This design comes from an exercise in tuning for small area and a short achievable clock period on the open sky130 flow, not from production work. Function not checked in this run: the RTL went through the layout flow alone. No driver is modelled on the clock port, so clocking that relies on it looks cheaper here than on a real chip.

==> design/flow/design.v <==
module booth_mul_top(clk, A, B, m, ov);
	input clk;
	input [15:0] A, B;
	output reg [30:0] m;
	output reg ov;
	reg [15:0] a_q, b_q;
	wire [30:0] m_w;
	wire ov_w;
	BoothMUL mul(.A(a_q), .B(b_q), .m(m_w), .ov(ov_w));
	always @(posedge clk) begin
		a_q <= A;
		b_q <= B;
		m <= m_w;
		ov <= ov_w;
	end
endmodule

module FA(a, b, c, cout, sum);
	input a, b, c;
	output cout, sum;
	assign {cout, sum} = a + b + c;
endmodule
module HA(a, b, cout, sum);
	input a, b;
	output cout, sum;
	assign {cout, sum} = a + b;
endmodule
module NR(a, b, y);
	input a, b;
	output y;
	assign y = ~(a | b);
endmodule
module BoothMUL(A, B, m, ov);
	input [15:0] A, B;
	output [30:0] m;
	output ov;
	wire s1;
	wire c2;
	wire s3;
	wire c4;
	wire s5;
	wire c6;
	wire s7;
	wire c8;
	wire s9;
	wire c10;
	wire s11;
	wire c12;
	wire s13;
	wire c14;
	wire s15;
	wire c16;
	wire s17;
	wire c18;
	wire s19;
	wire c20;
	wire s21;
	wire c22;
	wire s23;
	wire c24;
	wire s25;
	wire c26;
	wire s27;
	wire c28;
	wire s29;
	wire c30;
	wire s31;
	wire c32;
	wire s33;
	wire c34;
	wire s35;
	wire c36;
	wire s37;
	wire c38;
	wire s39;
	wire c40;
	wire s41;
	wire c42;
	wire s43;
	wire c44;
	wire s45;
	wire c46;
	wire s47;
	wire c48;
	wire s49;
	wire c50;
	wire s51;
	wire c52;
	wire s53;
	wire c54;
	wire s55;
	wire c56;
	wire s57;
	wire c58;
	wire s59;
	wire c60;
	wire s61;
	wire c62;
	wire s63;
	wire c64;
	wire s65;
	wire c66;
	wire s67;
	wire c68;
	wire s69;
	wire c70;
	wire s71;
	wire c72;
	wire s73;
	wire c74;
	wire s75;
	wire c76;
	wire s77;
	wire c78;
	wire s79;
	wire c80;
	wire s81;
	wire c82;
	wire s83;
	wire c84;
	wire s85;
	wire c86;
	wire s87;
	wire c88;
	wire s89;
	wire c90;
	wire s91;
	wire c92;
	wire s93;
	wire c94;
	wire s95;
	wire c96;
	wire s97;
	wire c98;
	wire s99;
	wire c100;
	wire s101;
	wire c102;
	wire s103;
	wire c104;
	wire s105;
	wire c106;
	wire s107;
	wire c108;
	wire s109;
	wire c110;
	wire s111;
	wire c112;
	wire s113;
	wire c114;
	wire s115;
	wire c116;
	wire s117;
	wire c118;
	wire s119;
	wire c120;
	wire s121;
	wire c122;
	wire s123;
	wire c124;
	wire s125;
	wire c126;
	wire s127;
	wire c128;
	wire s129;
	wire c130;
	wire s131;
	wire c132;
	wire s133;
	wire c134;
	wire s135;
	wire c136;
	wire s137;
	wire c138;
	wire s139;
	wire c140;
	wire s141;
	wire c142;
	wire s143;
	wire c144;
	wire s145;
	wire c146;
	wire s147;
	wire c148;
	wire s149;
	wire c150;
	wire s151;
	wire c152;
	wire s153;
	wire c154;
	wire s155;
	wire c156;
	wire s157;
	wire c158;
	wire s159;
	wire c160;
	wire s161;
	wire c162;
	wire s163;
	wire c164;
	wire s165;
	wire c166;
	wire s167;
	wire c168;
	wire s169;
	wire c170;
	wire s171;
	wire c172;
	wire s173;
	wire c174;
	wire s175;
	wire c176;
	wire s177;
	wire c178;
	wire s179;
	wire c180;
	wire s181;
	wire c182;
	wire s183;
	wire c184;
	wire s185;
	wire c186;
	wire s187;
	wire c188;
	wire s189;
	wire c190;
	wire s191;
	wire c192;
	wire s193;
	wire c194;
	wire s195;
	wire c196;
	wire s197;
	wire c198;
	wire s199;
	wire c200;
	wire s201;
	wire c202;
	wire s203;
	wire c204;
	wire s205;
	wire c206;
	wire s207;
	wire c208;
	wire s209;
	wire c210;
	wire s211;
	wire c212;
	wire s213;
	wire c214;
	wire s215;
	wire c216;
	wire s217;
	wire c218;
	wire s219;
	wire c220;
	wire s221;
	wire c222;
	wire s223;
	wire c224;
	wire neg0 = B[1];
	wire one0 = B[0] ^ 1'b0;
	wire two0 = (B[1] & ~B[0] & ~1'b0) | (~B[1] & B[0] & 1'b0);
	wire negz0 = B[1] & ~(B[0] & 1'b0);
	wire [15:0] x0 = A ^ {16{negz0}};
	wire pp0_0 = (one0 & x0[0]) | (two0 & negz0);
	wire pp0_1 = (one0 & x0[1]) | (two0 & x0[0]);
	wire pp0_2 = (one0 & x0[2]) | (two0 & x0[1]);
	wire pp0_3 = (one0 & x0[3]) | (two0 & x0[2]);
	wire pp0_4 = (one0 & x0[4]) | (two0 & x0[3]);
	wire pp0_5 = (one0 & x0[5]) | (two0 & x0[4]);
	wire pp0_6 = (one0 & x0[6]) | (two0 & x0[5]);
	wire pp0_7 = (one0 & x0[7]) | (two0 & x0[6]);
	wire pp0_8 = (one0 & x0[8]) | (two0 & x0[7]);
	wire pp0_9 = (one0 & x0[9]) | (two0 & x0[8]);
	wire pp0_10 = (one0 & x0[10]) | (two0 & x0[9]);
	wire pp0_11 = (one0 & x0[11]) | (two0 & x0[10]);
	wire pp0_12 = (one0 & x0[12]) | (two0 & x0[11]);
	wire pp0_13 = (one0 & x0[13]) | (two0 & x0[12]);
	wire pp0_14 = (one0 & x0[14]) | (two0 & x0[13]);
	wire pp0_15 = (one0 & x0[15]) | (two0 & x0[14]);
	wire pp0_16 = ~((one0 | two0) & x0[15]);
	wire neg1 = B[3];
	wire one1 = B[2] ^ B[1];
	wire two1 = (B[3] & ~B[2] & ~B[1]) | (~B[3] & B[2] & B[1]);
	wire negz1 = B[3] & ~(B[2] & B[1]);
	wire [15:0] x1 = A ^ {16{negz1}};
	wire pp1_0 = (one1 & x1[0]) | (two1 & negz1);
	wire pp1_1 = (one1 & x1[1]) | (two1 & x1[0]);
	wire pp1_2 = (one1 & x1[2]) | (two1 & x1[1]);
	wire pp1_3 = (one1 & x1[3]) | (two1 & x1[2]);
	wire pp1_4 = (one1 & x1[4]) | (two1 & x1[3]);
	wire pp1_5 = (one1 & x1[5]) | (two1 & x1[4]);
	wire pp1_6 = (one1 & x1[6]) | (two1 & x1[5]);
	wire pp1_7 = (one1 & x1[7]) | (two1 & x1[6]);
	wire pp1_8 = (one1 & x1[8]) | (two1 & x1[7]);
	wire pp1_9 = (one1 & x1[9]) | (two1 & x1[8]);
	wire pp1_10 = (one1 & x1[10]) | (two1 & x1[9]);
	wire pp1_11 = (one1 & x1[11]) | (two1 & x1[10]);
	wire pp1_12 = (one1 & x1[12]) | (two1 & x1[11]);
	wire pp1_13 = (one1 & x1[13]) | (two1 & x1[12]);
	wire pp1_14 = (one1 & x1[14]) | (two1 & x1[13]);
	wire pp1_15 = (one1 & x1[15]) | (two1 & x1[14]);
	wire pp1_16 = ~((one1 | two1) & x1[15]);
	wire neg2 = B[5];
	wire one2 = B[4] ^ B[3];
	wire two2 = (B[5] & ~B[4] & ~B[3]) | (~B[5] & B[4] & B[3]);
	wire negz2 = B[5] & ~(B[4] & B[3]);
	wire [15:0] x2 = A ^ {16{negz2}};
	wire pp2_0 = (one2 & x2[0]) | (two2 & negz2);
	wire pp2_1 = (one2 & x2[1]) | (two2 & x2[0]);
	wire pp2_2 = (one2 & x2[2]) | (two2 & x2[1]);
	wire pp2_3 = (one2 & x2[3]) | (two2 & x2[2]);
	wire pp2_4 = (one2 & x2[4]) | (two2 & x2[3]);
	wire pp2_5 = (one2 & x2[5]) | (two2 & x2[4]);
	wire pp2_6 = (one2 & x2[6]) | (two2 & x2[5]);
	wire pp2_7 = (one2 & x2[7]) | (two2 & x2[6]);
	wire pp2_8 = (one2 & x2[8]) | (two2 & x2[7]);
	wire pp2_9 = (one2 & x2[9]) | (two2 & x2[8]);
	wire pp2_10 = (one2 & x2[10]) | (two2 & x2[9]);
	wire pp2_11 = (one2 & x2[11]) | (two2 & x2[10]);
	wire pp2_12 = (one2 & x2[12]) | (two2 & x2[11]);
	wire pp2_13 = (one2 & x2[13]) | (two2 & x2[12]);
	wire pp2_14 = (one2 & x2[14]) | (two2 & x2[13]);
	wire pp2_15 = (one2 & x2[15]) | (two2 & x2[14]);
	wire pp2_16 = ~((one2 | two2) & x2[15]);
	wire neg3 = B[7];
	wire one3 = B[6] ^ B[5];
	wire two3 = (B[7] & ~B[6] & ~B[5]) | (~B[7] & B[6] & B[5]);
	wire negz3 = B[7] & ~(B[6] & B[5]);
	wire [15:0] x3 = A ^ {16{negz3}};
	wire pp3_0 = (one3 & x3[0]) | (two3 & negz3);
	wire pp3_1 = (one3 & x3[1]) | (two3 & x3[0]);
	wire pp3_2 = (one3 & x3[2]) | (two3 & x3[1]);
	wire pp3_3 = (one3 & x3[3]) | (two3 & x3[2]);
	wire pp3_4 = (one3 & x3[4]) | (two3 & x3[3]);
	wire pp3_5 = (one3 & x3[5]) | (two3 & x3[4]);
	wire pp3_6 = (one3 & x3[6]) | (two3 & x3[5]);
	wire pp3_7 = (one3 & x3[7]) | (two3 & x3[6]);
	wire pp3_8 = (one3 & x3[8]) | (two3 & x3[7]);
	wire pp3_9 = (one3 & x3[9]) | (two3 & x3[8]);
	wire pp3_10 = (one3 & x3[10]) | (two3 & x3[9]);
	wire pp3_11 = (one3 & x3[11]) | (two3 & x3[10]);
	wire pp3_12 = (one3 & x3[12]) | (two3 & x3[11]);
	wire pp3_13 = (one3 & x3[13]) | (two3 & x3[12]);
	wire pp3_14 = (one3 & x3[14]) | (two3 & x3[13]);
	wire pp3_15 = (one3 & x3[15]) | (two3 & x3[14]);
	wire pp3_16 = ~((one3 | two3) & x3[15]);
	wire neg4 = B[9];
	wire one4 = B[8] ^ B[7];
	wire two4 = (B[9] & ~B[8] & ~B[7]) | (~B[9] & B[8] & B[7]);
	wire negz4 = B[9] & ~(B[8] & B[7]);
	wire [15:0] x4 = A ^ {16{negz4}};
	wire pp4_0 = (one4 & x4[0]) | (two4 & negz4);
	wire pp4_1 = (one4 & x4[1]) | (two4 & x4[0]);
	wire pp4_2 = (one4 & x4[2]) | (two4 & x4[1]);
	wire pp4_3 = (one4 & x4[3]) | (two4 & x4[2]);
	wire pp4_4 = (one4 & x4[4]) | (two4 & x4[3]);
	wire pp4_5 = (one4 & x4[5]) | (two4 & x4[4]);
	wire pp4_6 = (one4 & x4[6]) | (two4 & x4[5]);
	wire pp4_7 = (one4 & x4[7]) | (two4 & x4[6]);
	wire pp4_8 = (one4 & x4[8]) | (two4 & x4[7]);
	wire pp4_9 = (one4 & x4[9]) | (two4 & x4[8]);
	wire pp4_10 = (one4 & x4[10]) | (two4 & x4[9]);
	wire pp4_11 = (one4 & x4[11]) | (two4 & x4[10]);
	wire pp4_12 = (one4 & x4[12]) | (two4 & x4[11]);
	wire pp4_13 = (one4 & x4[13]) | (two4 & x4[12]);
	wire pp4_14 = (one4 & x4[14]) | (two4 & x4[13]);
	wire pp4_15 = (one4 & x4[15]) | (two4 & x4[14]);
	wire pp4_16 = ~((one4 | two4) & x4[15]);
	wire neg5 = B[11];
	wire one5 = B[10] ^ B[9];
	wire two5 = (B[11] & ~B[10] & ~B[9]) | (~B[11] & B[10] & B[9]);
	wire negz5 = B[11] & ~(B[10] & B[9]);
	wire [15:0] x5 = A ^ {16{negz5}};
	wire pp5_0 = (one5 & x5[0]) | (two5 & negz5);
	wire pp5_1 = (one5 & x5[1]) | (two5 & x5[0]);
	wire pp5_2 = (one5 & x5[2]) | (two5 & x5[1]);
	wire pp5_3 = (one5 & x5[3]) | (two5 & x5[2]);
	wire pp5_4 = (one5 & x5[4]) | (two5 & x5[3]);
	wire pp5_5 = (one5 & x5[5]) | (two5 & x5[4]);
	wire pp5_6 = (one5 & x5[6]) | (two5 & x5[5]);
	wire pp5_7 = (one5 & x5[7]) | (two5 & x5[6]);
	wire pp5_8 = (one5 & x5[8]) | (two5 & x5[7]);
	wire pp5_9 = (one5 & x5[9]) | (two5 & x5[8]);
	wire pp5_10 = (one5 & x5[10]) | (two5 & x5[9]);
	wire pp5_11 = (one5 & x5[11]) | (two5 & x5[10]);
	wire pp5_12 = (one5 & x5[12]) | (two5 & x5[11]);
	wire pp5_13 = (one5 & x5[13]) | (two5 & x5[12]);
	wire pp5_14 = (one5 & x5[14]) | (two5 & x5[13]);
	wire pp5_15 = (one5 & x5[15]) | (two5 & x5[14]);
	wire pp5_16 = ~((one5 | two5) & x5[15]);
	wire neg6 = B[13];
	wire one6 = B[12] ^ B[11];
	wire two6 = (B[13] & ~B[12] & ~B[11]) | (~B[13] & B[12] & B[11]);
	wire negz6 = B[13] & ~(B[12] & B[11]);
	wire [15:0] x6 = A ^ {16{negz6}};
	wire pp6_0 = (one6 & x6[0]) | (two6 & negz6);
	wire pp6_1 = (one6 & x6[1]) | (two6 & x6[0]);
	wire pp6_2 = (one6 & x6[2]) | (two6 & x6[1]);
	wire pp6_3 = (one6 & x6[3]) | (two6 & x6[2]);
	wire pp6_4 = (one6 & x6[4]) | (two6 & x6[3]);
	wire pp6_5 = (one6 & x6[5]) | (two6 & x6[4]);
	wire pp6_6 = (one6 & x6[6]) | (two6 & x6[5]);
	wire pp6_7 = (one6 & x6[7]) | (two6 & x6[6]);
	wire pp6_8 = (one6 & x6[8]) | (two6 & x6[7]);
	wire pp6_9 = (one6 & x6[9]) | (two6 & x6[8]);
	wire pp6_10 = (one6 & x6[10]) | (two6 & x6[9]);
	wire pp6_11 = (one6 & x6[11]) | (two6 & x6[10]);
	wire pp6_12 = (one6 & x6[12]) | (two6 & x6[11]);
	wire pp6_13 = (one6 & x6[13]) | (two6 & x6[12]);
	wire pp6_14 = (one6 & x6[14]) | (two6 & x6[13]);
	wire pp6_15 = (one6 & x6[15]) | (two6 & x6[14]);
	wire pp6_16 = ~((one6 | two6) & x6[15]);
	wire neg7 = B[15];
	wire one7 = B[14] ^ B[13];
	wire two7 = (B[15] & ~B[14] & ~B[13]) | (~B[15] & B[14] & B[13]);
	wire negz7 = B[15] & ~(B[14] & B[13]);
	wire [15:0] x7 = A ^ {16{negz7}};
	wire pp7_0 = (one7 & x7[0]) | (two7 & negz7);
	wire pp7_1 = (one7 & x7[1]) | (two7 & x7[0]);
	wire pp7_2 = (one7 & x7[2]) | (two7 & x7[1]);
	wire pp7_3 = (one7 & x7[3]) | (two7 & x7[2]);
	wire pp7_4 = (one7 & x7[4]) | (two7 & x7[3]);
	wire pp7_5 = (one7 & x7[5]) | (two7 & x7[4]);
	wire pp7_6 = (one7 & x7[6]) | (two7 & x7[5]);
	wire pp7_7 = (one7 & x7[7]) | (two7 & x7[6]);
	wire pp7_8 = (one7 & x7[8]) | (two7 & x7[7]);
	wire pp7_9 = (one7 & x7[9]) | (two7 & x7[8]);
	wire pp7_10 = (one7 & x7[10]) | (two7 & x7[9]);
	wire pp7_11 = (one7 & x7[11]) | (two7 & x7[10]);
	wire pp7_12 = (one7 & x7[12]) | (two7 & x7[11]);
	wire pp7_13 = (one7 & x7[13]) | (two7 & x7[12]);
	wire pp7_14 = (one7 & x7[14]) | (two7 & x7[13]);
	wire pp7_15 = (one7 & x7[15]) | (two7 & x7[14]);
	wire pp7_16 = ~((one7 | two7) & x7[15]);
	HA ha2(.a(negz5), .b(pp0_10), .cout(c2), .sum(s1));
	HA ha4(.a(pp0_11), .b(pp1_9), .cout(c4), .sum(s3));
	FA fa6(.a(negz6), .b(pp0_12), .c(pp1_10), .cout(c6), .sum(s5));
	HA ha8(.a(pp2_8), .b(pp3_6), .cout(c8), .sum(s7));
	FA fa10(.a(pp0_13), .b(pp1_11), .c(pp2_9), .cout(c10), .sum(s9));
	HA ha12(.a(pp3_7), .b(pp4_5), .cout(c12), .sum(s11));
	FA fa14(.a(negz7), .b(pp0_14), .c(pp1_12), .cout(c14), .sum(s13));
	FA fa16(.a(pp2_10), .b(pp3_8), .c(pp4_6), .cout(c16), .sum(s15));
	HA ha18(.a(pp5_4), .b(pp6_2), .cout(c18), .sum(s17));
	FA fa20(.a(pp0_15), .b(pp1_13), .c(pp2_11), .cout(c20), .sum(s19));
	FA fa22(.a(pp3_9), .b(pp4_7), .c(pp5_5), .cout(c22), .sum(s21));
	HA ha24(.a(pp6_3), .b(pp7_1), .cout(c24), .sum(s23));
	assign s25 = ~(pp0_16 ^ pp1_14);
	assign c26 = pp0_16 | pp1_14;
	FA fa28(.a(pp2_12), .b(pp3_10), .c(pp4_8), .cout(c28), .sum(s27));
	FA fa30(.a(pp5_6), .b(pp6_4), .c(pp7_2), .cout(c30), .sum(s29));
	assign s31 = ~(pp1_15 ^ pp2_13);
	assign c32 = pp1_15 | pp2_13;
	FA fa34(.a(pp3_11), .b(pp4_9), .c(pp5_7), .cout(c34), .sum(s33));
	HA ha36(.a(pp6_5), .b(pp7_3), .cout(c36), .sum(s35));
	FA fa38(.a(pp1_16), .b(pp2_14), .c(pp3_12), .cout(c38), .sum(s37));
	FA fa40(.a(pp4_10), .b(pp5_8), .c(pp6_6), .cout(c40), .sum(s39));
	assign s41 = ~(pp2_15 ^ pp3_13);
	assign c42 = pp2_15 | pp3_13;
	HA ha44(.a(pp4_11), .b(pp5_9), .cout(c44), .sum(s43));
	FA fa46(.a(pp2_16), .b(pp3_14), .c(pp4_12), .cout(c46), .sum(s45));
	assign s47 = ~pp3_15;
	assign c48 = pp3_15;
	HA ha50(.a(negz3), .b(pp0_6), .cout(c50), .sum(s49));
	HA ha52(.a(pp0_7), .b(pp1_5), .cout(c52), .sum(s51));
	FA fa54(.a(negz4), .b(pp0_8), .c(pp1_6), .cout(c54), .sum(s53));
	HA ha56(.a(pp2_4), .b(pp3_2), .cout(c56), .sum(s55));
	FA fa58(.a(pp0_9), .b(pp1_7), .c(pp2_5), .cout(c58), .sum(s57));
	HA ha60(.a(pp3_3), .b(pp4_1), .cout(c60), .sum(s59));
	FA fa62(.a(pp1_8), .b(pp2_6), .c(pp3_4), .cout(c62), .sum(s61));
	FA fa64(.a(pp4_2), .b(pp5_0), .c(s1), .cout(c64), .sum(s63));
	FA fa66(.a(pp2_7), .b(pp3_5), .c(pp4_3), .cout(c66), .sum(s65));
	FA fa68(.a(pp5_1), .b(c2), .c(s3), .cout(c68), .sum(s67));
	FA fa70(.a(pp4_4), .b(pp5_2), .c(pp6_0), .cout(c70), .sum(s69));
	FA fa72(.a(c4), .b(s7), .c(s5), .cout(c72), .sum(s71));
	FA fa74(.a(pp5_3), .b(pp6_1), .c(c8), .cout(c74), .sum(s73));
	FA fa76(.a(s11), .b(c6), .c(s9), .cout(c76), .sum(s75));
	FA fa78(.a(pp7_0), .b(c12), .c(s17), .cout(c78), .sum(s77));
	FA fa80(.a(c10), .b(s13), .c(s15), .cout(c80), .sum(s79));
	FA fa82(.a(c18), .b(s23), .c(c14), .cout(c82), .sum(s81));
	FA fa84(.a(c16), .b(s19), .c(s21), .cout(c84), .sum(s83));
	FA fa86(.a(c24), .b(c20), .c(c22), .cout(c86), .sum(s85));
	FA fa88(.a(s25), .b(s27), .c(s29), .cout(c88), .sum(s87));
	FA fa90(.a(s35), .b(c26), .c(c28), .cout(c90), .sum(s89));
	FA fa92(.a(c30), .b(s31), .c(s33), .cout(c92), .sum(s91));
	FA fa94(.a(pp7_4), .b(c36), .c(c32), .cout(c94), .sum(s93));
	FA fa96(.a(c34), .b(s37), .c(s39), .cout(c96), .sum(s95));
	FA fa98(.a(pp6_7), .b(pp7_5), .c(s43), .cout(c98), .sum(s97));
	FA fa100(.a(c38), .b(c40), .c(s41), .cout(c100), .sum(s99));
	FA fa102(.a(pp5_10), .b(pp6_8), .c(pp7_6), .cout(c102), .sum(s101));
	FA fa104(.a(c44), .b(c42), .c(s45), .cout(c104), .sum(s103));
	FA fa106(.a(pp4_13), .b(pp5_11), .c(pp6_9), .cout(c106), .sum(s105));
	FA fa108(.a(pp7_7), .b(s47), .c(c46), .cout(c108), .sum(s107));
	FA fa110(.a(pp3_16), .b(pp4_14), .c(pp5_12), .cout(c110), .sum(s109));
	FA fa112(.a(pp6_10), .b(pp7_8), .c(c48), .cout(c112), .sum(s111));
	assign s113 = ~(pp4_15 ^ pp5_13);
	assign c114 = pp4_15 | pp5_13;
	HA ha116(.a(pp6_11), .b(pp7_9), .cout(c116), .sum(s115));
	FA fa118(.a(pp4_16), .b(pp5_14), .c(pp6_12), .cout(c118), .sum(s117));
	assign s119 = ~pp5_15;
	assign c120 = pp5_15;
	HA ha122(.a(negz2), .b(pp0_4), .cout(c122), .sum(s121));
	HA ha124(.a(pp0_5), .b(pp1_3), .cout(c124), .sum(s123));
	FA fa126(.a(pp1_4), .b(pp2_2), .c(pp3_0), .cout(c126), .sum(s125));
	FA fa128(.a(pp2_3), .b(pp3_1), .c(c50), .cout(c128), .sum(s127));
	FA fa130(.a(pp4_0), .b(c52), .c(s55), .cout(c130), .sum(s129));
	FA fa132(.a(c56), .b(s59), .c(c54), .cout(c132), .sum(s131));
	FA fa134(.a(c60), .b(c58), .c(s61), .cout(c134), .sum(s133));
	FA fa136(.a(c62), .b(s65), .c(c64), .cout(c136), .sum(s135));
	FA fa138(.a(c66), .b(s69), .c(c68), .cout(c138), .sum(s137));
	FA fa140(.a(c70), .b(s73), .c(c72), .cout(c140), .sum(s139));
	FA fa142(.a(c74), .b(s77), .c(c76), .cout(c142), .sum(s141));
	FA fa144(.a(c78), .b(c80), .c(s81), .cout(c144), .sum(s143));
	FA fa146(.a(c82), .b(c84), .c(s85), .cout(c146), .sum(s145));
	FA fa148(.a(c86), .b(c88), .c(s89), .cout(c148), .sum(s147));
	FA fa150(.a(c90), .b(c92), .c(s93), .cout(c150), .sum(s149));
	FA fa152(.a(s97), .b(c94), .c(c96), .cout(c152), .sum(s151));
	FA fa154(.a(s101), .b(c98), .c(c100), .cout(c154), .sum(s153));
	FA fa156(.a(c102), .b(s105), .c(c104), .cout(c156), .sum(s155));
	FA fa158(.a(c106), .b(s109), .c(s111), .cout(c158), .sum(s157));
	FA fa160(.a(s115), .b(c110), .c(s113), .cout(c160), .sum(s159));
	FA fa162(.a(pp7_10), .b(c116), .c(c114), .cout(c162), .sum(s161));
	FA fa164(.a(pp6_13), .b(pp7_11), .c(s119), .cout(c164), .sum(s163));
	FA fa166(.a(pp5_16), .b(pp6_14), .c(pp7_12), .cout(c166), .sum(s165));
	assign s167 = ~pp6_15;
	assign c168 = pp6_15;
	HA ha170(.a(negz1), .b(pp0_2), .cout(c170), .sum(s169));
	HA ha172(.a(pp0_3), .b(pp1_1), .cout(c172), .sum(s171));
	FA fa174(.a(pp1_2), .b(pp2_0), .c(s121), .cout(c174), .sum(s173));
	FA fa176(.a(pp2_1), .b(c122), .c(s123), .cout(c176), .sum(s175));
	FA fa178(.a(c124), .b(s49), .c(s125), .cout(c178), .sum(s177));
	FA fa180(.a(s51), .b(c126), .c(s127), .cout(c180), .sum(s179));
	FA fa182(.a(s53), .b(c128), .c(s129), .cout(c182), .sum(s181));
	FA fa184(.a(s57), .b(c130), .c(s131), .cout(c184), .sum(s183));
	FA fa186(.a(s63), .b(c132), .c(s133), .cout(c186), .sum(s185));
	FA fa188(.a(s67), .b(c134), .c(s135), .cout(c188), .sum(s187));
	FA fa190(.a(s71), .b(c136), .c(s137), .cout(c190), .sum(s189));
	FA fa192(.a(s75), .b(c138), .c(s139), .cout(c192), .sum(s191));
	FA fa194(.a(s79), .b(c140), .c(s141), .cout(c194), .sum(s193));
	FA fa196(.a(s83), .b(c142), .c(s143), .cout(c196), .sum(s195));
	FA fa198(.a(s87), .b(c144), .c(s145), .cout(c198), .sum(s197));
	FA fa200(.a(s91), .b(c146), .c(s147), .cout(c200), .sum(s199));
	FA fa202(.a(s95), .b(c148), .c(s149), .cout(c202), .sum(s201));
	FA fa204(.a(s99), .b(c150), .c(s151), .cout(c204), .sum(s203));
	FA fa206(.a(s103), .b(c152), .c(s153), .cout(c206), .sum(s205));
	FA fa208(.a(s107), .b(c154), .c(s155), .cout(c208), .sum(s207));
	FA fa210(.a(c108), .b(s157), .c(c156), .cout(c210), .sum(s209));
	FA fa212(.a(c112), .b(s159), .c(c158), .cout(c212), .sum(s211));
	FA fa214(.a(s117), .b(c160), .c(s161), .cout(c214), .sum(s213));
	FA fa216(.a(c118), .b(s163), .c(c162), .cout(c216), .sum(s215));
	FA fa218(.a(c120), .b(s165), .c(c164), .cout(c218), .sum(s217));
	FA fa220(.a(pp7_13), .b(s167), .c(c166), .cout(c220), .sum(s219));
	FA fa222(.a(pp6_16), .b(pp7_14), .c(c168), .cout(c222), .sum(s221));
	assign s223 = ~pp7_15;
	assign c224 = pp7_15;
	wire [31:0] X = {1'b1, pp7_16, s223, s221, s219, s217, c214, s213, s211, s209, c206, c204, c202, c200, c198, c196, c194, c192, c190, c188, c186, c184, c182, c180, c178, c176, c174, c172, c170, pp1_0, pp0_1, negz0};
	wire [31:0] Y = {1'b0, c224, c222, c220, c218, c216, s215, c212, c210, c208, s207, s205, s203, s201, s199, s197, s195, s193, s191, s189, s187, s185, s183, s181, s179, s177, s175, s173, s171, s169, 1'b0, pp0_0};
	wire [31:0] P;
	wire [31:0] g, p;
	wire [31:0] t, nt;
	HA pg0(.a(X[0]), .b(Y[0]), .cout(g[0]), .sum(p[0]));
	NR nr0(.a(X[0]), .b(Y[0]), .y(nt[0]));
	assign t[0] = ~nt[0];
	assign g[1] = 1'b0;
	assign p[1] = pp0_1;
	assign t[1] = pp0_1;
	HA pg2(.a(X[2]), .b(Y[2]), .cout(g[2]), .sum(p[2]));
	NR nr2(.a(X[2]), .b(Y[2]), .y(nt[2]));
	assign t[2] = ~nt[2];
	HA pg3(.a(X[3]), .b(Y[3]), .cout(g[3]), .sum(p[3]));
	NR nr3(.a(X[3]), .b(Y[3]), .y(nt[3]));
	assign t[3] = ~nt[3];
	HA pg4(.a(X[4]), .b(Y[4]), .cout(g[4]), .sum(p[4]));
	NR nr4(.a(X[4]), .b(Y[4]), .y(nt[4]));
	assign t[4] = ~nt[4];
	HA pg5(.a(X[5]), .b(Y[5]), .cout(g[5]), .sum(p[5]));
	NR nr5(.a(X[5]), .b(Y[5]), .y(nt[5]));
	assign t[5] = ~nt[5];
	HA pg6(.a(X[6]), .b(Y[6]), .cout(g[6]), .sum(p[6]));
	NR nr6(.a(X[6]), .b(Y[6]), .y(nt[6]));
	assign t[6] = ~nt[6];
	HA pg7(.a(X[7]), .b(Y[7]), .cout(g[7]), .sum(p[7]));
	NR nr7(.a(X[7]), .b(Y[7]), .y(nt[7]));
	assign t[7] = ~nt[7];
	HA pg8(.a(X[8]), .b(Y[8]), .cout(g[8]), .sum(p[8]));
	NR nr8(.a(X[8]), .b(Y[8]), .y(nt[8]));
	assign t[8] = ~nt[8];
	HA pg9(.a(X[9]), .b(Y[9]), .cout(g[9]), .sum(p[9]));
	NR nr9(.a(X[9]), .b(Y[9]), .y(nt[9]));
	assign t[9] = ~nt[9];
	HA pg10(.a(X[10]), .b(Y[10]), .cout(g[10]), .sum(p[10]));
	NR nr10(.a(X[10]), .b(Y[10]), .y(nt[10]));
	assign t[10] = ~nt[10];
	HA pg11(.a(X[11]), .b(Y[11]), .cout(g[11]), .sum(p[11]));
	NR nr11(.a(X[11]), .b(Y[11]), .y(nt[11]));
	assign t[11] = ~nt[11];
	HA pg12(.a(X[12]), .b(Y[12]), .cout(g[12]), .sum(p[12]));
	NR nr12(.a(X[12]), .b(Y[12]), .y(nt[12]));
	assign t[12] = ~nt[12];
	HA pg13(.a(X[13]), .b(Y[13]), .cout(g[13]), .sum(p[13]));
	NR nr13(.a(X[13]), .b(Y[13]), .y(nt[13]));
	assign t[13] = ~nt[13];
	HA pg14(.a(X[14]), .b(Y[14]), .cout(g[14]), .sum(p[14]));
	NR nr14(.a(X[14]), .b(Y[14]), .y(nt[14]));
	assign t[14] = ~nt[14];
	HA pg15(.a(X[15]), .b(Y[15]), .cout(g[15]), .sum(p[15]));
	NR nr15(.a(X[15]), .b(Y[15]), .y(nt[15]));
	assign t[15] = ~nt[15];
	HA pg16(.a(X[16]), .b(Y[16]), .cout(g[16]), .sum(p[16]));
	NR nr16(.a(X[16]), .b(Y[16]), .y(nt[16]));
	assign t[16] = ~nt[16];
	HA pg17(.a(X[17]), .b(Y[17]), .cout(g[17]), .sum(p[17]));
	NR nr17(.a(X[17]), .b(Y[17]), .y(nt[17]));
	assign t[17] = ~nt[17];
	HA pg18(.a(X[18]), .b(Y[18]), .cout(g[18]), .sum(p[18]));
	NR nr18(.a(X[18]), .b(Y[18]), .y(nt[18]));
	assign t[18] = ~nt[18];
	HA pg19(.a(X[19]), .b(Y[19]), .cout(g[19]), .sum(p[19]));
	NR nr19(.a(X[19]), .b(Y[19]), .y(nt[19]));
	assign t[19] = ~nt[19];
	HA pg20(.a(X[20]), .b(Y[20]), .cout(g[20]), .sum(p[20]));
	NR nr20(.a(X[20]), .b(Y[20]), .y(nt[20]));
	assign t[20] = ~nt[20];
	HA pg21(.a(X[21]), .b(Y[21]), .cout(g[21]), .sum(p[21]));
	NR nr21(.a(X[21]), .b(Y[21]), .y(nt[21]));
	assign t[21] = ~nt[21];
	HA pg22(.a(X[22]), .b(Y[22]), .cout(g[22]), .sum(p[22]));
	NR nr22(.a(X[22]), .b(Y[22]), .y(nt[22]));
	assign t[22] = ~nt[22];
	HA pg23(.a(X[23]), .b(Y[23]), .cout(g[23]), .sum(p[23]));
	NR nr23(.a(X[23]), .b(Y[23]), .y(nt[23]));
	assign t[23] = ~nt[23];
	HA pg24(.a(X[24]), .b(Y[24]), .cout(g[24]), .sum(p[24]));
	NR nr24(.a(X[24]), .b(Y[24]), .y(nt[24]));
	assign t[24] = ~nt[24];
	HA pg25(.a(X[25]), .b(Y[25]), .cout(g[25]), .sum(p[25]));
	NR nr25(.a(X[25]), .b(Y[25]), .y(nt[25]));
	assign t[25] = ~nt[25];
	HA pg26(.a(X[26]), .b(Y[26]), .cout(g[26]), .sum(p[26]));
	NR nr26(.a(X[26]), .b(Y[26]), .y(nt[26]));
	assign t[26] = ~nt[26];
	HA pg27(.a(X[27]), .b(Y[27]), .cout(g[27]), .sum(p[27]));
	NR nr27(.a(X[27]), .b(Y[27]), .y(nt[27]));
	assign t[27] = ~nt[27];
	HA pg28(.a(X[28]), .b(Y[28]), .cout(g[28]), .sum(p[28]));
	NR nr28(.a(X[28]), .b(Y[28]), .y(nt[28]));
	assign t[28] = ~nt[28];
	HA pg29(.a(X[29]), .b(Y[29]), .cout(g[29]), .sum(p[29]));
	NR nr29(.a(X[29]), .b(Y[29]), .y(nt[29]));
	assign t[29] = ~nt[29];
	HA pg30(.a(X[30]), .b(Y[30]), .cout(g[30]), .sum(p[30]));
	NR nr30(.a(X[30]), .b(Y[30]), .y(nt[30]));
	assign t[30] = ~nt[30];
	assign g[31] = 1'b0;
	assign p[31] = ~1'b0;
	assign t[31] = 1'b1;
	assign G225 = g[1] | (t[1] & g[0]);
	assign Pq226 = t[1] & t[0];
	assign G227 = g[3] | (t[3] & g[2]);
	assign Pq228 = t[3] & t[2];
	assign G229 = g[5] | (t[5] & g[4]);
	assign Pq230 = t[5] & t[4];
	assign G231 = g[7] | (t[7] & g[6]);
	assign Pq232 = t[7] & t[6];
	assign G233 = g[9] | (t[9] & g[8]);
	assign Pq234 = t[9] & t[8];
	assign G235 = g[11] | (t[11] & g[10]);
	assign Pq236 = t[11] & t[10];
	assign G237 = g[13] | (t[13] & g[12]);
	assign Pq238 = t[13] & t[12];
	assign G239 = g[15] | (t[15] & g[14]);
	assign Pq240 = t[15] & t[14];
	assign G241 = g[17] | (t[17] & g[16]);
	assign Pq242 = t[17] & t[16];
	assign G243 = g[19] | (t[19] & g[18]);
	assign Pq244 = t[19] & t[18];
	assign G245 = g[21] | (t[21] & g[20]);
	assign Pq246 = t[21] & t[20];
	assign G247 = g[23] | (t[23] & g[22]);
	assign Pq248 = t[23] & t[22];
	assign G249 = g[25] | (t[25] & g[24]);
	assign Pq250 = t[25] & t[24];
	assign G251 = g[27] | (t[27] & g[26]);
	assign Pq252 = t[27] & t[26];
	assign G253 = g[29] | (t[29] & g[28]);
	assign Pq254 = t[29] & t[28];
	assign G255 = g[31] | (t[31] & g[30]);
	assign Pq256 = t[31] & t[30];
	assign G257 = G227 | (Pq228 & G225);
	assign Pq258 = Pq228 & Pq226;
	assign G259 = G231 | (Pq232 & G229);
	assign Pq260 = Pq232 & Pq230;
	assign G261 = G235 | (Pq236 & G233);
	assign Pq262 = Pq236 & Pq234;
	assign G263 = G239 | (Pq240 & G237);
	assign Pq264 = Pq240 & Pq238;
	assign G265 = G243 | (Pq244 & G241);
	assign Pq266 = Pq244 & Pq242;
	assign G267 = G247 | (Pq248 & G245);
	assign Pq268 = Pq248 & Pq246;
	assign G269 = G251 | (Pq252 & G249);
	assign Pq270 = Pq252 & Pq250;
	assign G271 = G255 | (Pq256 & G253);
	assign Pq272 = Pq256 & Pq254;
	assign G273 = G259 | (Pq260 & G257);
	assign Pq274 = Pq260 & Pq258;
	assign G275 = G263 | (Pq264 & G261);
	assign Pq276 = Pq264 & Pq262;
	assign G277 = G267 | (Pq268 & G265);
	assign Pq278 = Pq268 & Pq266;
	assign G279 = G271 | (Pq272 & G269);
	assign Pq280 = Pq272 & Pq270;
	assign G281 = G275 | (Pq276 & G273);
	assign Pq282 = Pq276 & Pq274;
	assign G283 = G279 | (Pq280 & G277);
	assign Pq284 = Pq280 & Pq278;
	assign G285 = G283 | (Pq284 & G281);
	assign Pq286 = Pq284 & Pq282;
	assign G287 = G277 | (Pq278 & G281);
	assign Pq288 = Pq278 & Pq282;
	assign G289 = G261 | (Pq262 & G273);
	assign Pq290 = Pq262 & Pq274;
	assign G291 = G265 | (Pq266 & G281);
	assign Pq292 = Pq266 & Pq282;
	assign G293 = G269 | (Pq270 & G287);
	assign Pq294 = Pq270 & Pq288;
	assign G295 = G229 | (Pq230 & G257);
	assign Pq296 = Pq230 & Pq258;
	assign G297 = G233 | (Pq234 & G273);
	assign Pq298 = Pq234 & Pq274;
	assign G299 = G237 | (Pq238 & G289);
	assign Pq300 = Pq238 & Pq290;
	assign G301 = G241 | (Pq242 & G281);
	assign Pq302 = Pq242 & Pq282;
	assign G303 = G245 | (Pq246 & G291);
	assign Pq304 = Pq246 & Pq292;
	assign G305 = G249 | (Pq250 & G287);
	assign Pq306 = Pq250 & Pq288;
	assign G307 = G253 | (Pq254 & G293);
	assign Pq308 = Pq254 & Pq294;
	assign G309 = g[2] | (t[2] & G225);
	assign Pq310 = t[2] & Pq226;
	assign G311 = g[4] | (t[4] & G257);
	assign Pq312 = t[4] & Pq258;
	assign G313 = g[6] | (t[6] & G295);
	assign Pq314 = t[6] & Pq296;
	assign G315 = g[8] | (t[8] & G273);
	assign Pq316 = t[8] & Pq274;
	assign G317 = g[10] | (t[10] & G297);
	assign Pq318 = t[10] & Pq298;
	assign G319 = g[12] | (t[12] & G289);
	assign Pq320 = t[12] & Pq290;
	assign G321 = g[14] | (t[14] & G299);
	assign Pq322 = t[14] & Pq300;
	assign G323 = g[16] | (t[16] & G281);
	assign Pq324 = t[16] & Pq282;
	assign G325 = g[18] | (t[18] & G301);
	assign Pq326 = t[18] & Pq302;
	assign G327 = g[20] | (t[20] & G291);
	assign Pq328 = t[20] & Pq292;
	assign G329 = g[22] | (t[22] & G303);
	assign Pq330 = t[22] & Pq304;
	assign G331 = g[24] | (t[24] & G287);
	assign Pq332 = t[24] & Pq288;
	assign G333 = g[26] | (t[26] & G305);
	assign Pq334 = t[26] & Pq306;
	assign G335 = g[28] | (t[28] & G293);
	assign Pq336 = t[28] & Pq294;
	assign G337 = g[30] | (t[30] & G307);
	assign Pq338 = t[30] & Pq308;
	assign P[0] = p[0];
	assign P[1] = p[1] ^ g[0];
	assign P[2] = p[2] ^ G225;
	assign P[3] = p[3] ^ G309;
	assign P[4] = p[4] ^ G257;
	assign P[5] = p[5] ^ G311;
	assign P[6] = p[6] ^ G295;
	assign P[7] = p[7] ^ G313;
	assign P[8] = p[8] ^ G273;
	assign P[9] = p[9] ^ G315;
	assign P[10] = p[10] ^ G297;
	assign P[11] = p[11] ^ G317;
	assign P[12] = p[12] ^ G289;
	assign P[13] = p[13] ^ G319;
	assign P[14] = p[14] ^ G299;
	assign P[15] = p[15] ^ G321;
	assign P[16] = p[16] ^ G281;
	assign P[17] = p[17] ^ G323;
	assign P[18] = p[18] ^ G301;
	assign P[19] = p[19] ^ G325;
	assign P[20] = p[20] ^ G291;
	assign P[21] = p[21] ^ G327;
	assign P[22] = p[22] ^ G303;
	assign P[23] = p[23] ^ G329;
	assign P[24] = p[24] ^ G287;
	assign P[25] = p[25] ^ G331;
	assign P[26] = p[26] ^ G305;
	assign P[27] = p[27] ^ G333;
	assign P[28] = p[28] ^ G293;
	assign P[29] = p[29] ^ G335;
	assign P[30] = p[30] ^ G307;
	assign P[31] = p[31] ^ G337;
	assign m = P[30:0];
	assign ov = ~P[31];
endmodule
==> design/flow/flow/run.sh <==
#!/bin/bash
# The standard layout (standard.sh, unchanged synthesis) with two changes:
# - the port buffers use sky130_fd_sc_hd__buf_1 (every port still gets one);
# - after clock tree synthesis, flow/skew.tcl delays the clock of the output
#   registers m and ov whose data paths are long, by a short chain of clock
#   delay cells (useful skew for the register-to-register path through the
#   multiplier).
export BUFFER_PORTS_ARGS="-buffer_cell sky130_fd_sc_hd__buf_1"
export POST_CTS_TCL="$PWD/flow/skew.tcl"
bash standard.sh > standard.log 2>&1
==> design/flow/flow/skew.tcl <==
# POST_CTS_TCL hook: useful skew for the register-to-register path through
# the multiplier. The clock of the output registers (m, ov) whose data paths
# are long is delayed by a short chain of clock delay cells, so that the path
# a_q/b_q -> m gets more time. The output ports, which m and ov drive, lose the
# same time. The delay is chosen to balance the two: the worst slack of the
# internal paths and of the output ports come out about equal. A register
# whose shortest path is short (small hold slack) gets a shorter chain.
# Every cell added is a clock buffer or delay cell on the clock net; the
# registers themselves are untouched.
set_propagated_clock [all_clocks]
estimate_parasitics -placement

set P "sky130_fd_sc_hd__"
# chains and their approximate added delay (ns), shortest first
set chains [list \
  [list 0.33 [list ${P}clkdlybuf4s18_1 ${P}clkbuf_4]] \
  [list 0.38 [list ${P}clkdlybuf4s25_1 ${P}clkbuf_4]] \
  [list 0.58 [list ${P}clkdlybuf4s50_1 ${P}clkbuf_4]] \
  [list 0.72 [list ${P}clkdlybuf4s50_1 ${P}clkbuf_1 ${P}clkbuf_4]] \
  [list 0.82 [list ${P}clkdlybuf4s50_1 ${P}clkdlybuf4s18_1 ${P}clkbuf_4]] \
  [list 0.87 [list ${P}clkdlybuf4s50_1 ${P}clkdlybuf4s25_1 ${P}clkbuf_4]] \
  [list 1.00 [list ${P}clkdlybuf4s50_1 ${P}clkdlybuf4s25_1 ${P}clkbuf_1 ${P}clkbuf_4]] \
  [list 1.10 [list ${P}clkdlybuf4s50_1 ${P}clkdlybuf4s50_1 ${P}clkbuf_4]] \
  [list 1.24 [list ${P}clkdlybuf4s50_1 ${P}clkdlybuf4s50_1 ${P}clkbuf_1 ${P}clkbuf_4]] \
  [list 1.39 [list ${P}clkdlybuf4s50_1 ${P}clkdlybuf4s50_1 ${P}clkdlybuf4s25_1 ${P}clkbuf_4]] \
]
# the internal paths lose about this much (ns) from here to the routed layout
set bias 0.1

proc worst {args} {
  set p [find_timing_paths {*}$args -path_delay max]
  return [get_property [lindex $p 0] slack]
}
set s_out [worst -to [all_outputs]]
set s_in [worst -from [all_inputs]]
puts "skew: before: output slack $s_out input slack $s_in"

set regs {}
foreach c [all_registers -cells] {
  set name [get_full_name $c]
  if {![regexp {^(m\[[0-9]+\]|ov)\$} $name]} { continue }
  set d [get_pins $name/D]
  lappend regs [list $name [get_property $d slack_max] [get_property $d slack_min]]
}
set s_int 1e9
foreach r $regs { if {[lindex $r 1] < $s_int} { set s_int [lindex $r 1] } }
puts "skew: before: internal slack $s_int"

set best -1
set best_ws -1e9
for {set i 0} {$i < [llength $chains]} {incr i} {
  set dly [lindex [lindex $chains $i] 0]
  set ws [expr {$s_out - $dly}]
  foreach r $regs {
    lassign $r name smax smin
    # registers that gain nothing keep their clock
    if {$smax >= $s_out - $dly} { continue }
    set ws [expr {min($ws, $smax + $dly - $bias)}]
  }
  puts "skew: chain $i (+$dly ns) predicted worst slack $ws"
  if {$ws > $best_ws} { set best_ws $ws; set best $i }
}
set dly [lindex [lindex $chains $best] 0]
puts "skew: using chain $best (+$dly ns)"

set groups [dict create]
foreach r $regs {
  lassign $r name smax smin
  if {$smax >= $s_out - $dly} { continue }
  # longest chain up to the chosen one that the hold slack allows
  set tier -1
  for {set i $best} {$i >= 0} {incr i -1} {
    if {[lindex [lindex $chains $i] 0] < $smin + 0.1} { set tier $i; break }
  }
  puts "skew: $name setup slack $smax hold slack $smin chain $tier"
  if {$tier < 0} { continue }
  set net [get_full_name [get_nets -of_objects [get_pins $name/CLK]]]
  dict lappend groups "$net $tier" "$name/CLK"
}
set k 0
dict for {key pins} $groups {
  lassign $key netname tier
  puts "skew: net $netname chain $tier drives [llength $pins] output registers"
  set cur $netname
  foreach cell [lindex [lindex $chains $tier] 1] {
    insert_buffer -buffer_cell $cell -net [get_nets $cur] -load_pins [get_pins $pins] -buffer_name "skew_buf_$k"
    incr k
    set cur [get_full_name [get_nets -of_objects [get_pins [lindex $pins 0]]]]
  }
}
detailed_placement
check_placement -verbose
estimate_parasitics -placement
puts "skew: after: output slack [worst -to [all_outputs]] internal slack [worst -from [all_registers -clock_pins] -to [all_registers -data_pins]]"
report_clock_skew
report_checks -path_delay min -digits 3
==> design/flow/standard.sh <==
#!/bin/bash
# synth_recipe.tcl (not shown) runs the flow's synth.tcl, then flattens the netlist and writes it again
# the make line also repeats each setting of config.mk as NAME=value (left out here)
make -C /OpenROAD-flow-scripts/flow DESIGN_CONFIG=/design/flow/config.mk WORK_HOME=/design/flow/orfs CLKGATE_MAP_FILE= SYNTH_SCRIPT=/design/flow/synth_recipe.tcl "${@:-finish}"
==> design/flow/config.mk <==
export PLATFORM = sky130hd
export DESIGN_NAME = booth_mul_top
export DESIGN_NICKNAME = booth_mul_top
export VERILOG_FILES = /design/flow/design.v
export SDC_FILE = /design/flow/constraint.sdc
export NUM_CORES = 4
export LEC_CHECK = 0
export ABC_AREA = 1
export CAP_MARGIN = 20
export CORE_MARGIN = 2
export CORE_UTILIZATION = 50
export CTS_BUF_LIST = sky130_fd_sc_hd__clkbuf_8
export HOLD_SLACK_MARGIN = 0.05
export SLEW_MARGIN = 70
export SYNTH_HIERARCHICAL = 1
export SYNTH_MINIMUM_KEEP_SIZE = 0
==> design/flow/constraint.sdc <==
create_clock -name core_clock -period 12.2 [get_ports {clk}]
set_input_delay 2.4400 -clock core_clock [delete_from_list [all_inputs] [get_ports {clk}]]
set_output_delay 2.4400 -clock core_clock [all_outputs]
set_load 0.01 [all_outputs]
==> impl_metrics.toml <==
[status]
run_status = "no timing/DRC/antenna violations"

[drt]
wl_met2_mm = 8.52
route.vias.total = 5956
drt_iter0_drc = 319
drc = 0
drt-met1-wl_mm = 8.38
viasPerCell = 5.57
wl_met3_mm = 1.05
drt-total-wl_mm = 18.5
firstDrtPassIters = 5
highest_layer = "met4"
ant_nets = 0
wl_per_cell_um = 17.3

[timing]
hold_viol_final = 0
setup_viol = 0
finalSetupTns_ns = 0
rsz0062_at_grt = "no"
worstMarginPinSlew_ns = 0.412
fmax_mhz = 241
drv_slew = 0
layout_min_cycle_time_ns = 4.15
skew_ns = 0.875
relSlewSlack = 0.722
period_share = 0.340

[cts]
cts_tree = "built"
cts_sinks = 64
clk-insertion-delay-late_ns = 1.23
clkTransAtPathRegs_ns = 0.08

[synth]
synth_seq_area_share = 0.172
synthDistinctLibCells = 34
synthFlopType = "dfxtp_1"
yosysWarnings = 121
synthArstFlopShare = 0
synth-edff-count = 0
syn_nets = 999
synth-seq-cells = 64
netlist_area_mm2 = 0.00743
syn_inst = 820
syn_avg_cell_area_um2 = 9.06

[placement]
io_buffers = 64
gp_congestion = 0.944
dp_hpwl_mm = 15.0
placedCellCount = 1042
dpl-instance-area_mm2 = 0.00784

[pwr]
p_int_mw = 1.28
clkPwrFrac = 0.094
power_frac_comb = 0.774
powerDensity_mw_per_mm2 = 315
swShare = 0.501
net-switching-power_mw = 1.28
total_power_mw = 2.56
ir_drop_uv = 156
p_seq_frac = 0.132
cellLeakagePower_nw = 3.45

[global_routing]
grt_first_pass_wirelength_mm = 31.0
grt_max_degree = 22
gr-total-overflow = 0
antenna_found_initial = 0
grt_pass1_vias = 6312
grt_usage = 0.244

[cells_and_area]
syn_to_final_growth_pct = 9.50
nFillCells = 1349
drive_above_1_share = 0.117
final_cell_area_mm2 = 0.00814
fin_util = 0.560
fin_nets = 1060
diodes = 0
instances_no_fill = 1070

[floorplanning]
initial_core_util = 0.511
die_h_um = 126
dieWidth_um = 126
core_area_mm2 = 0.0145
die_area_mm2 = 0.0159
io_pins = 65
num_rows = 44

[worst_setup_path]
r2r-end = "ov"
worst-path-stages = 1
cp_top_family = "flip-flops"
cp-end-kind = "primary output"
crit_slowest_cell = "dfxtp_1"
rr_worst_depth = 22
r2r_setup_slack_ns = 8.07
worst-setup-path-type = "flip-flop to primary output"
worst_ep_required_time_ns = 9.76
start_kind = "flip-flop"
crit_path_max_incr_delay_ns = 0.32
r2r_start = "b_q[1]"
path_cells = "buf_1"
crit_fanout = 1
cp.arrival_ns = 1.71
crit_path_start = "m[22]"
crit_end = "m[22]"
worst-path-buf-inv = 1

[hold_path]
hold_depth = 7
hp-class = "flip-flop to flip-flop"

[job]
maxCapViolCount = 0
[state kept, by name (all words and copies together), names as in the netlist]
register  flops
m            31
a_q          16
b_q          16
ov            1
[area by class of cell, clock buffers not listed]
cell class | count | area (um2) | share of cell area
Multi-Input combinational cell | 627 | 5620 | 0.691
Clock inverter | 6 | 43.8 | 0.00538
Inverter | 90 | 339 | 0.0417
Tap cell | 184 | 230 | 0.0283
Timing Repair Buffer | 77 | 349 | 0.0429
Sequential cell | 64 | 1300 | 0.160
[power by group through the flow]
stage	logic, mW	registers (mW)	clock network (mW)
2_1_floorplan	1.55	0.357	0
3_3_place_gp	1.90	0.341	0
3_5_place_dp	1.98	0.342	0
5_1_grt	2.26	0.343	0.261
6_report	1.98	0.337	0.241
[logic make-up (layout without fill, tap and decap cells)]
kind of cell             after synthesis  in the layout  share of synthesized area
AO/OA/AOI/OAI                        160            160                      0.132
XOR/XNOR                             152            152                      0.179
adder cells (fa/ha/maj)              146            146                      0.334
buffers and inverters                129            195                     0.0717
flip-flops                            64             64                      0.172
AND/OR/NAND/NOR                      169            169                      0.111
[Yosys stat by module (local to each module, per instance)]
| module | flip-flops and latches | times used | area (um2) | cells |
|---|---|---|---|---|
| BoothMUL | 0 | 1 | 3710 | 593 |
| FA | 0 | 87 | 20.0 | 1 |
| HA | 0 | 47 | 12.5 | 1 |
| NR | 0 | 29 | 3.75 | 1 |
| booth_mul_top | 64 | 1 | 1280 | 64 |
[metrics by stage]
step                      setup WS (ns)  hold slack (ns)
after floorplan                    7.83            0.569
after global placement             7.07            0.865
after detailed placement           7.25            0.773
after global routing               7.89            0.174
final                              8.05           0.0666
[cells in the mapped netlist, types with 3 or more instances]
cell type / n / area, um2
o22ai_1: 113 / 707
xnor2_1: 109 / 955
fa_1: 87 / 1740
inv_1: 82 / 308
nand2_1: 66 / 248
dfxtp_1: 64 / 1280
ha_1: 59 / 738
nor2_1: 48 / 180
xor2_1: 43 / 377
o21ai_0: 19 / 95.1
nand3_1: 17 / 85.1
clkbuf_1: 13 / 48.8
a21oi_1: 12 / 60.1
buf_1: 9 / 33.8
buf_2: 9 / 45.0
nand2_2: 8 / 50.1
or2_1: 8 / 50.1
inv_2: 7 / 26.3
nand2_4: 7 / 78.8
nor2_4: 7 / 78.8
buf_4: 6 / 45.0
o21ai_1: 5 / 25.0
a21oi_2: 3 / 26.3
nor2_2: 3 / 18.8
o21ai_2: 3 / 26.3
o21bai_1: 3 / 22.5
[worst register-to-register path, cell delays in order, from the launching register on]
cell	delay, ns
dfxtp_4	0.46
ha_1	0.27
nor2_4	0.31
buf_6	0.22
xor2_1	0.22
o22ai_1	0.14
fa_1	0.51
fa_1	0.45
fa_1	0.54
fa_1	0.45
ha_1	0.22
a21oi_1	0.22
o21ai_1	0.11
inv_1	0.08
nor2_1	0.04
nor2_1	0.16
nand2_4	0.12
nand2_4	0.08
nand2_4	0.06
nand2_2	0.07
nand2_2	0.05
nand2_1	0.05
nand2_1	0.04
[layer usage]
metal | vias up | track usage
met3 | 39 | 0.0476
li1 | 2829 | -
met1 | 2902 | 0.322
met2 | 186 | 0.397
met5 | - | 0
met4 | 0 | 0.0989
[placed cells by master (no fill, tap or decap), types with 43 or more instances in the layout]
cell type and count:
o22ai_1 113, xnor2_1 109, fa_1 87, inv_1 68
nand2_1 65, buf_1 64, ha_1 59, dfxtp_1 50
nor2_1 48, xor2_1 43
[worst min path at each step]
stage	startpoint	end
floorplan	b_q[1]	m[0]
global route	a_q[15]	ov
detailed placement	b_q[1]	m[0]
global placement	b_q[14]	ov
finish	b_q[14]	ov

## port drivers added, routing unchanged
Ports are ideal in the flow. The routed layout listed here was re-timed in OpenROAD. Step 1, drivers: a clkbuf_16 drives clk and a buf_2 each remaining input, both assumed. Step 2, shift: input delay + t, output delay - t, t = (earliest + latest rising clock arrival at the registers) / 2. This alone moves slack from input paths to output paths. Three values: no drivers, after step 1, after step 2; two values: the first two.
t (ns): 0.835
setup WS [ns]: 8.047 / 8.010 / 8.067
worst hold slack (ns): 0.067 / 0.067 / 0.067
worst setup path at the end: register to register
clock arrival spread, ns: 0.875 / 0.875
Clock arrivals are far apart in this run, so t is only a midpoint there and step 2 fits no single register. For this run, drivers alone change the setup slack by -0.037 ns; drivers and shift together by +0.020 ns.
